From an optimization exercise on the open Yosys and OpenROAD flow, aimed at small area; shortcuts taken in it are not production practice.
Where RTL was checked, it was by simulation tests only, not by an equivalence proof against the original.
Only the layout flow was run in run 3; the RTL was not checked for function there.
Power and IR drop assume default switching activity.

## design/flow/design.v

```verilog
module OnePixel(
	input             rst,
	input             clk,
	input             draw_en,
	input      [9:0]  startx,
	input      [9:0]  starty,
	output reg        finished,
	output     [14:0] write_mem_address
);
localparam START = 2'd0, BOUNDRY_CHECK = 2'd1, DRAW = 2'd2, DONE = 2'd3;
reg [1:0] S;
reg [7:0] bx;    
reg [6:0] by;    
always @(posedge clk or negedge rst)
	if (!rst)
		S <= START;
	else
		case (S)
			START:         S <= BOUNDRY_CHECK;
			BOUNDRY_CHECK: S <= !draw_en ? START :
			                    (startx <= 10'd640 && starty <= 10'd480) ? DRAW : DONE;
			DRAW:          S <= DONE;
			default:       S <= draw_en ? DONE : START;
		endcase
always @(posedge clk)
	if (S == START)
		finished <= 1'b0;
	else if (S == DRAW)
		finished <= 1'b1;
always @(posedge clk)
	if (S == START) begin
		bx <= startx[9:2];
		by <= starty[8:2];
	end
block_address write_addr (.bx(bx), .by(by), .address(write_mem_address));
endmodule
module block_address(
	input      [7:0]  bx,
	input      [6:0]  by,
	output reg [14:0] address
);
wire [11:0] a = {bx, by[6:3]};
wire [11:0] b = {4'd0, bx};
reg         borrow;
integer     i;
always @(*) begin
	borrow = 1'b0;
	for (i = 0; i < 12; i = i + 1) begin
		address[i+3] = a[i] ^ b[i] ^ borrow;
		borrow = (~a[i] & (b[i] | borrow)) | (b[i] & borrow);
	end
	address[2:0] = by[2:0];
end
endmodule
module vga_driver(
	input             clk,
	input             rst,
	output            vga_clk,
	output            hsync,
	output            vsync,
	output            VGA_BLANK_N,
	output            VGA_SYNC_N,
	output            line_start,    
	output reg [10:0] pos,
	output reg [9:0]  line
);
assign line_start = pos[10] & pos[9] & (&pos[5:0]);
wire   last_line  = line[9] & line[3] & line[2];             
assign vga_clk     = pos[0];
assign hsync       = ~(pos >= 11'd1309 && pos < 11'd1501);   
assign vsync       = line_start ? ~(line == 10'd488 || line == 10'd489)
                                : ~(line == 10'd489 || line == 10'd490);
assign VGA_BLANK_N = line_start ? (line <= 10'd478 || last_line)
                                : (pos <= 11'd1278 && line <= 10'd479);
assign VGA_SYNC_N  = 1'b1;
reg [10:0] pos_inc;
reg [9:0]  line_inc;
reg        c;
integer    i;
always @(*) begin
	c = 1'b1;
	for (i = 0; i < 11; i = i + 1) begin
		pos_inc[i] = pos[i] ^ c;
		c = c & pos[i];
	end
	c = 1'b1;
	for (i = 0; i < 10; i = i + 1) begin
		line_inc[i] = line[i] ^ c;
		c = c & line[i];
	end
end
always @(posedge clk or negedge rst)
	if (!rst) begin
		pos  <= 11'd0;
		line <= 10'd0;
	end else if (line_start) begin
		pos  <= 11'd0;
		line <= last_line ? 10'd0 : line_inc;
	end else
		pos <= pos_inc;
endmodule
module vga_driver_memory_double_buf(
	input             CLOCK_50,
	input             rst_n,
	input      [14:0] external_address,
	input      [23:0] external_data,
	input             external_start,
	output            VGA_CLK,
	output            VGA_HS,
	output            VGA_VS,
	output            VGA_BLANK_N,
	output            VGA_SYNC_N,
	output     [7:0]  VGA_R,
	output     [7:0]  VGA_G,
	output     [7:0]  VGA_B,
	output     [14:0] frame_buf_mem_address0,
	output     [23:0] frame_buf_mem_data0,
	output            frame_buf_mem_wren0,
	input      [23:0] frame_buf_mem_q0,
	output     [14:0] frame_buf_mem_address1,
	output     [23:0] frame_buf_mem_data1,
	output            frame_buf_mem_wren1,
	input      [23:0] frame_buf_mem_q1
);
wire clk = CLOCK_50;
wire rst = rst_n;
wire        line_start;
wire [10:0] pos;
wire [9:0]  line;
vga_driver the_vga(
	.clk(clk), .rst(rst), .vga_clk(VGA_CLK), .hsync(VGA_HS), .vsync(VGA_VS),
	.VGA_BLANK_N(VGA_BLANK_N), .VGA_SYNC_N(VGA_SYNC_N),
	.line_start(line_start), .pos(pos), .line(line));
localparam W2M_DONE = 2'd0, RFM_INIT_START = 2'd1, RFM_INIT_WAIT = 2'd2, RFM_DRAWING = 2'd3;
wire frame_end   = line_start && line == 10'd478;
wire frame_begin = line_start && line[9] && line[3] && line[2];
reg [1:0]  S;
reg        sel;
reg        first;    
reg [14:0] write_buf_mem_address;
reg [23:0] write_buf_mem_data;
reg        write_buf_mem_wren;
always @(posedge clk or negedge rst)
	if (!rst)
		S <= W2M_DONE;
	else
		case (S)
			W2M_DONE:       S <= frame_end ? RFM_INIT_START : W2M_DONE;
			RFM_INIT_START: S <= RFM_INIT_WAIT;
			RFM_INIT_WAIT:  S <= frame_begin ? RFM_DRAWING : RFM_INIT_WAIT;
			default:        S <= frame_end ? RFM_INIT_START : RFM_DRAWING;
		endcase
always @(posedge clk or negedge rst)
	if (!rst)
		sel <= 1'b0;
	else if (S == RFM_INIT_START)
		sel <= ~sel;
always @(posedge clk or negedge rst)
	if (!rst)
		first <= 1'b1;
	else if (S == RFM_DRAWING)
		first <= 1'b0;
wire       clip_y = line >= 10'd479;
wire       clip_x = clip_y || pos[10:3] >= 8'd160;
wire [7:0] rx = first ? 8'd0 : clip_x ? 8'd159 : pos[10:3];
wire [6:0] ry = first ? 7'd0 : clip_y ? 7'd119 : line[8:2];
wire [14:0] read_buf_mem_address;
block_address read_addr (.bx(rx), .by(ry), .address(read_buf_mem_address));
wire write_now = (S == RFM_DRAWING) && external_start;
always @(posedge clk or negedge rst)
	if (!rst)
		write_buf_mem_wren <= 1'b0;
	else
		write_buf_mem_wren <= write_now;
always @(posedge clk)
	if (write_now)
		write_buf_mem_address <= external_address;
always @(posedge clk)
	write_buf_mem_data <= external_data;
assign {VGA_R, VGA_G, VGA_B} = (S == W2M_DONE) ? 24'hFFFFFF :
                               sel ? frame_buf_mem_q0 : frame_buf_mem_q1;
assign frame_buf_mem_address0 = (sel | first) ? read_buf_mem_address : write_buf_mem_address;
assign frame_buf_mem_address1 = (sel & ~first) ? write_buf_mem_address : read_buf_mem_address;
assign frame_buf_mem_data0    = write_buf_mem_data;
assign frame_buf_mem_data1    = write_buf_mem_data;
assign frame_buf_mem_wren0    = write_buf_mem_wren & ~sel;
assign frame_buf_mem_wren1    = write_buf_mem_wren & sel;
endmodule
module MASTER_TEST(
	input         CLOCK_50,     
	input         rst_n,        
	input         draw_en,
	input  [9:0]  startx,
	input  [9:0]  starty,
	input  [23:0] color,
	output        VGA_CLK,
	output        VGA_HS,
	output        VGA_VS,
	output        VGA_BLANK_N,
	output        VGA_SYNC_N,
	output [7:0]  VGA_R,
	output [7:0]  VGA_G,
	output [7:0]  VGA_B,
	output [14:0] mem0_addr,
	output [23:0] mem0_wdata,
	output        mem0_wren,
	input  [23:0] mem0_q,
	output [14:0] mem1_addr,
	output [23:0] mem1_wdata,
	output        mem1_wren,
	input  [23:0] mem1_q
);
wire        finished;
wire [14:0] pixel_address;
OnePixel pixel (
	.rst(rst_n), .clk(CLOCK_50), .draw_en(draw_en), .startx(startx), .starty(starty),
	.finished(finished), .write_mem_address(pixel_address));
vga_driver_memory_double_buf VGA_MODULE (
	.CLOCK_50(CLOCK_50), .rst_n(rst_n),
	.external_address(pixel_address), .external_data(color), .external_start(finished),
	.VGA_CLK(VGA_CLK), .VGA_HS(VGA_HS), .VGA_VS(VGA_VS), .VGA_BLANK_N(VGA_BLANK_N), .VGA_SYNC_N(VGA_SYNC_N),
	.VGA_R(VGA_R), .VGA_G(VGA_G), .VGA_B(VGA_B),
	.frame_buf_mem_address0(mem0_addr), .frame_buf_mem_data0(mem0_wdata), .frame_buf_mem_wren0(mem0_wren), .frame_buf_mem_q0(mem0_q),
	.frame_buf_mem_address1(mem1_addr), .frame_buf_mem_data1(mem1_wdata), .frame_buf_mem_wren1(mem1_wren), .frame_buf_mem_q1(mem1_q));
endmodule
```

## design/flow/flow/run.sh

```bash
#!/bin/bash
# Standard ORFS layout (standard.sh) with two changes: the port buffers use
# the smallest buffer cell, and clock tree synthesis uses the options below.
set -euo pipefail
export BUFFER_PORTS_ARGS="-buffer_cell sky130_fd_sc_hd__buf_1"
export CTS_ARGS="-sink_clustering_enable -repair_clock_nets -dont_use_dummy_load -buf_list sky130_fd_sc_hd__clkbuf_8"
bash standard.sh finish > standard.log 2>&1
```

## design/flow/standard.sh

```bash
#!/bin/bash
# synth_recipe.tcl (not shown) runs the flow's synth.tcl, then flattens the netlist and writes it again
# the make line also repeats each setting of config.mk as NAME=value (left out here)
make -C /OpenROAD-flow-scripts/flow DESIGN_CONFIG=/design/flow/config.mk WORK_HOME=/design/flow/orfs CLKGATE_MAP_FILE= SYNTH_SCRIPT=/design/flow/synth_recipe.tcl "${@:-finish}"
```

## design/flow/config.mk

```make
export PLATFORM = sky130hd
export DESIGN_NAME = MASTER_TEST
export DESIGN_NICKNAME = MASTER_TEST
export VERILOG_FILES = /design/flow/design.v
export SDC_FILE = /design/flow/constraint.sdc
export NUM_CORES = 4
export LEC_CHECK = 0
export CAP_MARGIN = 20
export CORE_MARGIN = 2
export CORE_UTILIZATION = 70
export SLEW_MARGIN = 20
```

## design/flow/constraint.sdc

```tcl
create_clock -name core_clock -period 10.0 [get_ports {CLOCK_50}]
set_input_delay 2.0000 -clock core_clock [delete_from_list [all_inputs] [get_ports {CLOCK_50}]]
set_output_delay 2.0000 -clock core_clock [all_outputs]
set_load 0.01 [all_outputs]
```

==> impl_metrics.yaml, run 1 <==
placed_design:
  dpl_cell_area_um2: 5228
  routabilityCongestion: 0.9559
  dp_hpwl_um: 8334
  portBuffers: 202
critical_path:
  slowest_delay_ns: 0.47
  crit_required_ns: 8.00
  cp_slowest_cell: "dfrtp_1"
  worstSetupPathType: "reg -> out"
  crit_path_max_fanout: 10
  critPathMostFrequentCell: "fa_1"
  cp_cell_sequence: "and4b_4, a21o_1, a21o_4, o21a_1, ha_1, fa_1, inv_1, fa_1, fa_1, fa_1, inv_1, fa_1, inv_1, fa_1, fa_1, inv_1, ha_1, ha_1, ha_1, nor4_1, a311oi_2, buf_1"
  r2r_start: "pixel.bx[0]"
  reg2reg_slack_ns: 5.25
  reg2reg_to: "VGA_MODULE.write_buf_mem_address[14]"
  crit_family: "adder cells"
  critPathBufInv: 5
  end_kind: "output pin"
  cp.arrival_ns: 5.69
  cp-start-kind: "flip-flop"
  r2r_cells: 14
global_route:
  overflow: 0
  grt_max_degree: 56
  track_usage: 0.2934
  grt_pass1_wl_um: 16660
  antenna_found_initial: 0
  first_global_vias: 3581
  busiest_layer: "met2"
  use_met2: 0.4972
  met3_usage: 0.05197
  use_met1: 0.3756
synthesis:
  syn_area_um2: 4653
  synthMuxAreaShare: 0.01775
  synth_top_area_share: 0.1936
  synth_area_leaders: "edfxtp_1 19%, dfrtp_1 15%, dfxtp_1 11%"
  synthFlopType: "edfxtp_1"
  syn_inst: 434
  synthAdderAreaFrac: 0.1517
  netlist.top_cell.by_area: "edfxtp_1"
  yosys_register_bits: 83
  synth_top_family_by_area: "adder cells"
  synth_xor_xnor_area_share: 0.003764
  synth-compound-area-share: 0.1342
  syn_nets: 577
  synth_simple_gate_area_frac: 0.1487
  synth_edf_count: 30
  synth_seq_area_share: 0.4520
  synthTopCellsByCount: "34 x ha_1, 34 x inv_1, 31 x nor2_1"
  yosys_warnings: 4
  async_flop_share: 0.3373
  ys_types: 56
  avgSynthCellArea_um2: 10.72
timing:
  worst_pin_slew_ns: 0.8720
  finClkSkew_ns: 0.02477
  fmax_ghz: 0.1300
  min_period_over_period: 0.7690
  setup_viol: 0
  rsz0062_at_grt: "false"
  maxSlewHeadroom: 0.4187
  final.setup.tns_ns: 0
  fin_hold_ws_ns: 0.4309
  post-route-min-period_ns: 7.690
  maxSlewViolCount: 0
  finalHoldViolations: 0
clock_network:
  cts_buffers: 9
  cts_htree_levels: 3
  clock_path_buffers: 2
  cts_num_sinks: 83
  cts_tree: "done"
  clock_latency_ns: 0.34
  cts_resized: 0
  cts_hold_buf: 0
  root_buffer: "clkbuf_8"
  cts_setup_buffers: 0
  path_clk_slew_ns: 0.07
run:
  cap_violations: 0
die:
  ios: 204
  start_util: 0.7286
  dieArea_um2: 7315
  die_h_um: 85.53
  die_w_um: 85.53
  core_um2: 6386
  rows: 29
detailed_routing:
  post_drt_wl_per_cell_um: 15.98
  firstDrtPassIters: 7
  drc: 0
  drt_iter0_drc: 287
  via_per_inst: 5.693
  antenna_left: 0
  vias: 3860
  routed_wl_um: 10840
final_layout:
  diodes: 0
  final_nets: 746
  area_growth_pct: 15.06
  drive_above_1_share: 0.05324
  final_area_um2: 5354
min_path:
  hold_path_end: "VGA_MODULE.write_buf_mem_address[2]"
  holdPathStages: 0
  worstHoldStart: "pixel.by[2]"
  hp-class: "reg -> reg"
power:
  power_per_cell_area_nw_per_um2: 114.6
  p_leak_nw: 2.274
  ir_drop_mv: 0.1463
run_status:
  status: "finished clean"
==> sequential cells by signal (all words and copies together), names as in the netlist, named ones only <==
register                          cells
VGA_MODULE.S                          2
VGA_MODULE.first                      1
VGA_MODULE.sel                        1
VGA_MODULE.the_vga.line              10
VGA_MODULE.the_vga.pos               11
VGA_MODULE.write_buf_mem_address     15
VGA_MODULE.write_buf_mem_data        24
VGA_MODULE.write_buf_mem_wren         1
pixel.S                               1
pixel.bx                              8
pixel.by                              7
pixel.finished                        1
==> per-layer routing <==
| metal | vias up | share of wire | wire length (um) |
|---|---|---|---|
| met2 | 207 | 0.50 | 5425 |
| li1 | 1809 | - | - |
| met5 | - | 0 | 0 |
| met3 | 28 | 0.084 | 905 |
| met1 | 1816 | 0.40 | 4281 |
| met4 | 0 | 0.020 | 222 |
==> cell usage in the layout (no fill, tap or decap), types with 4 or more instances in the layout <==
master and instances:
a211o_1 25, a211oi_1 5, a21oi_1 17, a22o_1 8, and2_1 10, buf_1 202, clkbuf_8 9, dfrtp_1 26
dfxtp_1 25, edfxtp_1 30, fa_1 14, ha_1 34, inv_1 34, mux2_2 6, nand2_1 26, nand3_1 4
nor2_1 30, nor2b_1 28, nor3_1 9, o21a_1 4, o21ai_0 9
==> worst max path at each step <==
stage                          startpoint             to  slack [ns]  cells past startpoint
2_1_floorplan  VGA_MODULE.the_vga.line[9]  mem1_addr[14]        3.33                     23
3_3_place_gp   VGA_MODULE.the_vga.line[9]  mem1_addr[14]        2.87                     22
3_5_place_dp   VGA_MODULE.the_vga.line[9]  mem1_addr[14]        2.70                     22
4_1_cts        VGA_MODULE.the_vga.line[9]  mem1_addr[14]        2.35                     22
5_1_grt        VGA_MODULE.the_vga.line[1]  mem1_addr[14]        1.99                     23
6_report       VGA_MODULE.the_vga.line[9]  mem1_addr[14]        2.31                     22
==> cells by family after synthesis <==
family          after synthesis
fa+ha+maj                    48
other cells                   1
flops                        83
simple gates                130
mux                           7
xor+xnor                      2
compound gates               83
buf+inv                      80
==> stage by stage <==
stage	utilization	cells	setup slack (ns)	total power [W]
floorplan	-	434	3.328	0.0004154
global placement	0.8186	669	2.867	0.0004362
detailed placement	0.8186	669	2.698	0.0004399
CTS	0.8380	678	2.349	0.0006178
global route	0.8384	678	1.986	0.0006383
finish	0.8384	678	2.310	0.0006137
==> layout make-up <==
cell class / count / area, um2
tap: 77 / 96.34
fill: 369 / 1032
sequential: 83 / 2105
clock buffer: 9 / 123.9
multi-input combinational: 271 / 2128
timing repair buffer: 204 / 773.2
inverter: 34 / 127.6
==> worst register-to-register path: cells and delay by family, from the launching register on <==
| family | cells | cell delay (ns) |
|---|---|---|
| XOR/XNOR | 1 | 0.16 |
| adder cells (fa/ha/maj) | 11 | 3.80 |
| buffers and inverters | 2 | 0.11 |
| flip-flops | 1 | 0.42 |
==> report_power, final <==
part	internal [W]	leakage, nW	switching [W]	total, W
registers	0.000368	0.852	0.00000690	0.000375
clock network	0.0000805	0.0647	0.0000999	0.000180
logic	0.0000245	1.36	0.0000335	0.0000580
total	0.000473	2.27	0.000140	0.000614
==> run 2: changes to the inputs <==
--- a/design/flow/config.mk
+++ b/design/flow/config.mk
@@ -5,7 +5,7 @@
 export SDC_FILE = /design/flow/constraint.sdc
 export NUM_CORES = 4
 export LEC_CHECK = 0
-export CAP_MARGIN = 20
+export CAP_MARGIN = 0
 export CORE_MARGIN = 2
 export CORE_UTILIZATION = 70
-export SLEW_MARGIN = 20
+export SLEW_MARGIN = 0
==> run 2 against run 1 <==
Compared with the run above: still clean; total power hardly changed; cell area about the same; register-to-register slack about the same; clock skew about the same; count of clock-buffer cells in the layout unchanged; sequential cell count is the same; highest routed layer unchanged.
==> impl_metrics.yaml, run 2 <==
detailed_routing:
  antenna_left: 0
  firstDrtPassIters: 6
  post_drt_wl_per_cell_um: 16.00
  routed_wl_um: 10850
  drc: 0
  drt_iter0_drc: 287
  via_per_inst: 5.676
  vias: 3848
power:
  ir_drop_mv: 0.1462
  p_leak_nw: 2.274
  power_per_cell_area_nw_per_um2: 114.8
  intPower_w: 0.0004735
  power_frac_clock: 0.295
  netSwitchingFraction: 0.2292
  power_frac_seq: 0.611
  combPwrFrac: 0.094
  p_sw_w: 0.0001407
synthesis:
  syn_inst: 434
  syn_area_um2: 4653
  synth_area_leaders: "edfxtp_1 19%, dfrtp_1 15%, dfxtp_1 11%"
  syn_nets: 577
  avgSynthCellArea_um2: 10.72
  ys_types: 56
  async_flop_share: 0.3373
  yosys_warnings: 4
  yosys_register_bits: 83
  synthTopCellsByCount: "34 x ha_1, 34 x inv_1, 31 x nor2_1"
  netlist.top_cell.by_area: "edfxtp_1"
  synth_top_area_share: 0.1936
  synth_edf_count: 30
  synthFlopType: "edfxtp_1"
  synth_seq_area_share: 0.4520
critical_path:
  crit_path_max_fanout: 10
  startpoint: "VGA_MODULE.the_vga.line[9]"
  r2r_cells: 14
  end_kind: "output pin"
  cp.arrival_ns: 5.69
  reg2reg_slack_ns: 5.25
  crit_required_ns: 8.00
  reg2reg_to: "VGA_MODULE.write_buf_mem_address[14]"
  cp-start-kind: "flip-flop"
  worstSetupPathType: "reg -> out"
  r2r_start: "pixel.bx[0]"
min_path:
  worstHoldStart: "pixel.by[2]"
  hold_path_end: "VGA_MODULE.write_buf_mem_address[2]"
  hp-class: "reg -> reg"
  holdPathStages: 0
timing:
  maxSlewHeadroom: 0.2404
  post-route-min-period_ns: 7.689
  maxSlewViolCount: 0
  finClkSkew_ns: 0.02481
  worst_pin_slew_ns: 1.135
  rsz0062_at_grt: "false"
  final.setup.tns_ns: 0
  setup_viol: 0
  fmax_ghz: 0.1301
  finalHoldViolations: 0
  min_period_over_period: 0.7689
final_layout:
  area_growth_pct: 15.00
  diodes: 0
  final_core_util: 0.8380
  drive_above_1_share: 0.05158
  final_nets: 746
  final_common_cell: "buf_1"
  final_cell_mix: "202 x buf_1, 34 x inv_1, 34 x ha_1, 31 x nor2_1, 30 x edfxtp_1"
  multiInputGateArea_um2: 2126
  final_area_um2: 5351
  largestRegisters: "VGA_MODULE.write_buf_mem_data: 24 flops, VGA_MODULE.write_buf_mem_address: 15 flops, VGA_MODULE.the_vga.pos: 11 flops"
  seqCellArea_um2: 2105
  fillers: 371
  largest_reg_flops: 24
  top_register: "VGA_MODULE.write_buf_mem_data"
die:
  start_util: 0.7286
  die_w_um: 85.53
  core_um2: 6386
  rows: 29
  dieArea_um2: 7315
  die_h_um: 85.53
  ios: 204
global_route:
  grt_pass1_wl_um: 16660
  track_usage: 0.2934
  grt_max_degree: 56
  antenna_found_initial: 0
  overflow: 0
  first_global_vias: 3581
clock_network:
  cts_htree_levels: 3
  cts_num_sinks: 83
  cts_tree: "done"
  path_clk_slew_ns: 0.07
  cts_resized: 0
  root_buffer: "clkbuf_8"
  cts_buffers: 9
  clock_latency_ns: 0.35
  cts_hold_buf: 0
  cts_setup_buffers: 0
  clock_path_buffers: 2
placed_design:
  routabilityCongestion: 0.9559
  dp_hpwl_um: 8334
  dpl_cell_area_um2: 5228
  portBuffers: 202
run:
  cap_violations: 0
run_status:
  status: "finished clean"
[run 2: cell counts after synthesis]
Identical to the previous run, type by type.
[run 2: worst max-delay path by stage]
stage,end,slack (ns),depth (start not counted)
6_report,mem1_addr[14],2.31,22
3_3_place_gp,mem1_addr[14],2.87,22
5_1_grt,mem1_addr[14],1.99,23
2_1_floorplan,mem1_addr[14],3.33,23
4_1_cts,mem1_addr[14],2.35,22
3_5_place_dp,mem1_addr[14],2.70,22
[run 2: layout make-up]
cell class / instances / area share
flip-flops and latches: 83 / 0.3933
clock buffers: 9 / 0.02315
multi-input cells: 271 / 0.3972
well taps: 77 / 0.01800
repair buffers: 204 / 0.1445
inverters: 34 / 0.02385
[run 2: layer usage]
layer  wire length [um]  vias up  global-route usage
met4                228        0              0.1212
met1               4287     1808              0.3756
met2               5404      203              0.4972
met3                928       29             0.05197
li1                   -     1808                   -
met5                  0        -                   0
[run 2: cell families after synthesis]
kind of cell	count (synthesis)	share of synthesized area
compound gates	83	0.1342
xor+xnor	2	0.003765
fa+ha+maj	48	0.1517
buf+inv	80	0.09115
flops	83	0.4520
mux	7	0.01774
other cells	1	0.0008059
simple gates	130	0.1487
[run 2: critical path: stages (launching register included)]
cell,delay (ns)
dfrtp_1,0.47
and4b_4,0.40
a21o_1,0.32
a21o_4,0.17
o21a_1,0.17
ha_1,0.18
fa_1,0.17
inv_1,0.05
fa_1,0.37
fa_1,0.40
fa_1,0.38
inv_1,0.09
fa_1,0.17
inv_1,0.05
fa_1,0.39
fa_1,0.37
inv_1,0.07
ha_1,0.15
ha_1,0.15
ha_1,0.26
nor4_1,0.10
a311oi_2,0.30
buf_1,0.19
[run 2: per-stage QoR]
stage,instances,power (W),hold slack [ns],setup WS (ns)
CTS,678,0.0006178,0.4379,2.349
detailed placement,669,0.0004399,0.4092,2.698
finish,678,0.0006142,0.4344,2.311
global placement,669,0.0004362,0.4107,2.867
floorplan,434,0.0004154,0.4003,3.328
global route,678,0.0006381,0.4504,1.986
[run 2: power by group through the flow]
stage / logic (W) / registers, W / clock network (W)
floorplan: 0.0000319 / 0.000384 / 0
global placement: 0.0000548 / 0.000381 / 0
detailed placement: 0.0000578 / 0.000382 / 0
CTS: 0.0000587 / 0.000375 / 0.000184
global route: 0.0000663 / 0.000376 / 0.000196
finish: 0.0000579 / 0.000375 / 0.000181
==> run 3: changes to the inputs <==
--- a/design/flow/design.v
+++ b/design/flow/design.v
@@ -22,8 +22,10 @@
 			DRAW:          S <= DONE;
 			default:       S <= draw_en ? DONE : START;
 		endcase
-always @(posedge clk)
-	if (S == START)
+always @(posedge clk or negedge rst)
+	if (!rst)
+		finished <= 1'b0;
+	else if (S == START)
 		finished <= 1'b0;
 	else if (S == DRAW)
 		finished <= 1'b1;
@@ -32,25 +34,8 @@
 		bx <= startx[9:2];
 		by <= starty[8:2];
 	end
-block_address write_addr (.bx(bx), .by(by), .address(write_mem_address));
-endmodule
-module block_address(
-	input      [7:0]  bx,
-	input      [6:0]  by,
-	output reg [14:0] address
-);
-wire [11:0] a = {bx, by[6:3]};
-wire [11:0] b = {4'd0, bx};
-reg         borrow;
-integer     i;
-always @(*) begin
-	borrow = 1'b0;
-	for (i = 0; i < 12; i = i + 1) begin
-		address[i+3] = a[i] ^ b[i] ^ borrow;
-		borrow = (~a[i] & (b[i] | borrow)) | (b[i] & borrow);
-	end
-	address[2:0] = by[2:0];
-end
+wire [11:0] hi = {bx, by[6:3]} - {4'd0, bx};
+assign write_mem_address = {hi, by[2:0]};
 endmodule
 module vga_driver(
 	input             clk,
@@ -73,31 +58,15 @@
 assign VGA_BLANK_N = line_start ? (line <= 10'd478 || last_line)
                                 : (pos <= 11'd1278 && line <= 10'd479);
 assign VGA_SYNC_N  = 1'b1;
-reg [10:0] pos_inc;
-reg [9:0]  line_inc;
-reg        c;
-integer    i;
-always @(*) begin
-	c = 1'b1;
-	for (i = 0; i < 11; i = i + 1) begin
-		pos_inc[i] = pos[i] ^ c;
-		c = c & pos[i];
-	end
-	c = 1'b1;
-	for (i = 0; i < 10; i = i + 1) begin
-		line_inc[i] = line[i] ^ c;
-		c = c & line[i];
-	end
-end
 always @(posedge clk or negedge rst)
 	if (!rst) begin
 		pos  <= 11'd0;
 		line <= 10'd0;
 	end else if (line_start) begin
 		pos  <= 11'd0;
-		line <= last_line ? 10'd0 : line_inc;
+		line <= last_line ? 10'd0 : line + 10'd1;
 	end else
-		pos <= pos_inc;
+		pos <= pos + 11'd1;
 endmodule
 module vga_driver_memory_double_buf(
 	input             CLOCK_50,
@@ -164,23 +133,24 @@
 wire       clip_x = clip_y || pos[10:3] >= 8'd160;
 wire [7:0] rx = first ? 8'd0 : clip_x ? 8'd159 : pos[10:3];
 wire [6:0] ry = first ? 7'd0 : clip_y ? 7'd119 : line[8:2];
-wire [14:0] read_buf_mem_address;
-block_address read_addr (.bx(rx), .by(ry), .address(read_buf_mem_address));
+wire [11:0] read_hi = {rx, ry[6:3]} - {4'd0, rx};
+wire [14:0] read_buf_mem_address = {read_hi, ry[2:0]};
 wire write_now = (S == RFM_DRAWING) && external_start;
 always @(posedge clk or negedge rst)
-	if (!rst)
-		write_buf_mem_wren <= 1'b0;
-	else
+	if (!rst) begin
+		write_buf_mem_address <= 15'd0;
+		write_buf_mem_wren    <= 1'b0;
+	end else begin
 		write_buf_mem_wren <= write_now;
-always @(posedge clk)
-	if (write_now)
-		write_buf_mem_address <= external_address;
+		if (write_now)
+			write_buf_mem_address <= external_address;
+	end
 always @(posedge clk)
 	write_buf_mem_data <= external_data;
 assign {VGA_R, VGA_G, VGA_B} = (S == W2M_DONE) ? 24'hFFFFFF :
                                sel ? frame_buf_mem_q0 : frame_buf_mem_q1;
-assign frame_buf_mem_address0 = (sel | first) ? read_buf_mem_address : write_buf_mem_address;
-assign frame_buf_mem_address1 = (sel & ~first) ? write_buf_mem_address : read_buf_mem_address;
+assign frame_buf_mem_address0 = sel ? read_buf_mem_address : write_buf_mem_address;
+assign frame_buf_mem_address1 = sel ? write_buf_mem_address : read_buf_mem_address;
 assign frame_buf_mem_data0    = write_buf_mem_data;
 assign frame_buf_mem_data1    = write_buf_mem_data;
 assign frame_buf_mem_wren0    = write_buf_mem_wren & ~sel;
--- a/design/flow/config.mk
+++ b/design/flow/config.mk
@@ -5,7 +5,7 @@
 export SDC_FILE = /design/flow/constraint.sdc
 export NUM_CORES = 4
 export LEC_CHECK = 0
-export CAP_MARGIN = 0
+export CAP_MARGIN = 20
 export CORE_MARGIN = 2
 export CORE_UTILIZATION = 70
-export SLEW_MARGIN = 0
+export SLEW_MARGIN = 20
==> run 3 against run 2 <==
Compared with the run above: synthesized cell count increased by 36%; sequential share of layout area is 5.2 points lower; maximum frequency is 28% higher; non-clock buffer count up 1; first-iteration DRC count up 54%; area after synthesis grew 13%; critical path depth decreased by 8; register-to-register slack gained 1.9 ns; global-route usage grew 9.2 points; total power grew 3.5%; sequential cell count unchanged; count of clock-buffer cells in the layout did not move; highest routed layer unchanged.
==> impl_metrics.yaml, run 3 <==
run_status:
  status: "finished clean"
critical_path:
  cp_slowest_cell: "dfrtp_1"
  crit_required_ns: 8.00
  end_kind: "output pin"
  reg2reg_slack_ns: 7.18
  slowest_delay_ns: 0.49
  cp-start-kind: "flip-flop"
  startpoint: "VGA_MODULE.the_vga.line[0]"
  worstSetupPathType: "reg -> out"
  r2r_start: "pixel.bx[1]"
  r2r_cells: 9
  crit_path_max_fanout: 9
  reg2reg_to: "VGA_MODULE.write_buf_mem_address[14]"
  critPathMostFrequentCell: "ha_1"
  cp.arrival_ns: 3.99
  endpoint: "mem0_addr[13]"
  cp_cell_sequence: "ha_1, nand4_2, o2bb2ai_4, nand2_1, nor2_1, or2_2, ha_1, nand4b_1, o31ai_1, nand4bb_1, nand3_1, a211oi_1, a21oi_1, buf_1"
timing:
  finalHoldViolations: 0
  maxSlewHeadroom: 0.3574
  worst_pin_slew_ns: 0.9639
  setup_viol: 0
  rsz0062_at_grt: "false"
  post-route-min-period_ns: 5.993
  maxSlewViolCount: 0
  fin_hold_ws_ns: 0.4958
  finClkSkew_ns: 0.02883
  final.setup.tns_ns: 0
  fmax_ghz: 0.1669
  min_period_over_period: 0.5993
synthesis:
  synth-compound-area-share: 0.2148
  synthTopCellsByCount: "56 x nor2_1, 50 x nand2_1, 43 x dfrtp_1, 43 x o21ai_0, 30 x inv_1"
  async_flop_share: 0.5301
  yosysMostFrequentCell: "nor2_1"
  synth_area_leaders: "dfrtp_1 20%, dfxtp_1 9.1%, edfxtp_1 8.6%"
  synth_edf_count: 15
  yosys_warnings: 3
  synthAdderAreaFrac: 0.06946
  syn_inst: 591
  synthFlopType: "dfrtp_1"
  avgSynthCellArea_um2: 8.900
  synth_seq_area_share: 0.3865
  syn_nets: 714
  synth_xor_xnor_area_share: 0.02664
  synthMuxAreaShare: 0.02569
  syn_area_um2: 5260
  synth_top_family_by_area: "compound AO/OA/AOI/OAI gates"
  synth_top_area_share: 0.2046
  ys_types: 68
  netlist.top_cell.by_area: "dfrtp_1"
  synth_simple_gate_area_frac: 0.1910
  yosys_register_bits: 83
global_route:
  first_global_vias: 5034
  overflow: 0
  track_usage: 0.3858
  grt_max_degree: 82
  antenna_found_initial: 0
  grt_pass1_wl_um: 25210
final_layout:
  final_cell_mix: "201 x buf_1, 55 x nor2_1, 50 x nand2_1, 43 x o21ai_0, 42 x dfrtp_1"
  area_growth_pct: 13.27
  diodes: 0
  final_core_util: 0.8215
  fillers: 404
  final_area_um2: 5958
  final_common_cell: "buf_1"
  top_register: "VGA_MODULE.write_buf_mem_data"
  final_nets: 871
  drive_above_1_share: 0.06032
  final_cells: 845
  largest_reg_flops: 24
  largestRegisters: "VGA_MODULE.write_buf_mem_data: 24 flops, VGA_MODULE.write_buf_mem_address: 15 flops, VGA_MODULE.the_vga.pos: 11 flops"
placed_design:
  placed_cells: 836
  routabilityCongestion: 0.9290
  portBuffers: 202
  dp_hpwl_um: 11400
  dpl_cell_area_um2: 5832
clock_network:
  root_buffer: "clkbuf_8"
  clock_latency_ns: 0.35
  cts_num_sinks: 83
  cts_buffers: 9
  clock_path_buffers: 2
  path_clk_slew_ns: 0.09
  cts_htree_levels: 3
  cts_setup_buffers: 0
  cts_hold_buf: 0
  cts_resized: 0
  cts_tree: "done"
die:
  core_um2: 7253
  ios: 204
  die_w_um: 90.69
  rows: 31
  start_util: 0.7252
  die_h_um: 90.69
  dieArea_um2: 8224
min_path:
  hp-class: "reg -> reg"
  worstHoldStart: "pixel.by[1]"
run:
  cap_violations: 0
detailed_routing:
  antenna_left: 0
  drt_iter0_drc: 441
  firstDrtPassIters: 5
  routed_wl_um: 16050
  vias: 5296
  post_drt_wl_per_cell_um: 18.99
  drc: 0
  via_per_inst: 6.267
power:
  power_per_cell_area_nw_per_um2: 106.7
  ir_drop_mv: 0.1298
  p_leak_nw: 2.389
==> run 3: metal layers <==
metal / vias to the layer above / track usage / wire (um)
li1: 2365 / - / -
met1: 2481 / 0.4568 / 5939
met2: 381 / 0.6797 / 7995
met3: 69 / 0.06093 / 1382
met4: 0 / 0.1897 / 729
met5: - / 0 / 0
==> run 3: area by class of cell <==
class | count | area (um2) | area share
multi-input cells | 419 | 2781 | 0.4668
flip-flops and latches | 83 | 2034 | 0.3415
well taps | 99 | 123.9 | 0.02079
inverters | 30 | 112.6 | 0.01890
clock buffers | 9 | 123.9 | 0.02079
repair buffers | 205 | 782.0 | 0.1312
==> run 3: logic make-up (layout without fill, tap and decap cells) <==
logic type / Yosys count / in the layout
and+or+nand+nor: 202 / 202
AOI/OAI and AO/OA: 160 / 160
buffers and inverters: 89 / 244
DFF: 83 / 83
adders and majority gates: 28 / 28
xor gates and xnor gates: 16 / 16
muxes: 12 / 12
other: 1 / 1
==> run 3: report_power, final <==
part	switching [W]	internal [W]
sequential	0.00000851	0.000357
combinational	0.0000493	0.0000306
clock	0.000109	0.0000807
total	0.000167	0.000468
==> run 3: worst min path at each step <==
| stage | endpoint | slack, ns | depth (start not counted) |
|---|---|---|---|
| floorplan | pixel.finished | 0.45 | 2 |
| global placement | VGA_MODULE.write_buf_mem_address[0] | 0.46 | 1 |
| detailed placement | VGA_MODULE.write_buf_mem_address[0] | 0.48 | 1 |
| CTS | VGA_MODULE.write_buf_mem_address[1] | 0.49 | 1 |
| global route | VGA_MODULE.write_buf_mem_address[1] | 0.50 | 1 |
| finish | VGA_MODULE.write_buf_mem_address[1] | 0.50 | 1 |
==> run 3: stage by stage <==
step / setup slack [ns] / power, W
floorplan: 4.892 / 0.0004144
global placement: 4.617 / 0.0004368
detailed placement: 4.495 / 0.0004453
CTS: 4.091 / 0.0006330
global route: 3.701 / 0.0006562
finish: 4.007 / 0.0006355
==> run 3: worst max-delay path, delay by kind of cell, from the launching register on <==
kind,cells,cell delay [ns]
DFF,1,0.49
and+or+nand+nor,7,1.19
buffers and inverters,1,0.16
AOI/OAI and AO/OA,4,1.09
adders and majority gates,2,0.72

[afterwards: timing with drivers on the ports]
The flow's constraints put no driver on any port. The routed layouts listed below were extracted and timed again, unchanged, in two steps.
Step 1 assumes that a clkbuf_16 drives the clock port and a buf_2 every other input.
Step 2 times the ports against the registers' clock, not the clock port: input delays grow and output delays shrink by t, the midpoint of the rising clock arrivals with the driver on.
Three values: no drivers, after step 1, after step 2; two values: the first two.
run | t (ns) | setup slack, ns | cell pins on the clock port's net
run 1 | 0.358 | 2.310 / 2.284 / 2.643 | 1
run 2 | 0.360 | 2.311 / 2.285 / 2.645 | 1
run 3 | 0.373 | 4.007 / 3.973 / 4.346 | 1
After both steps every run listed still meets setup and hold.
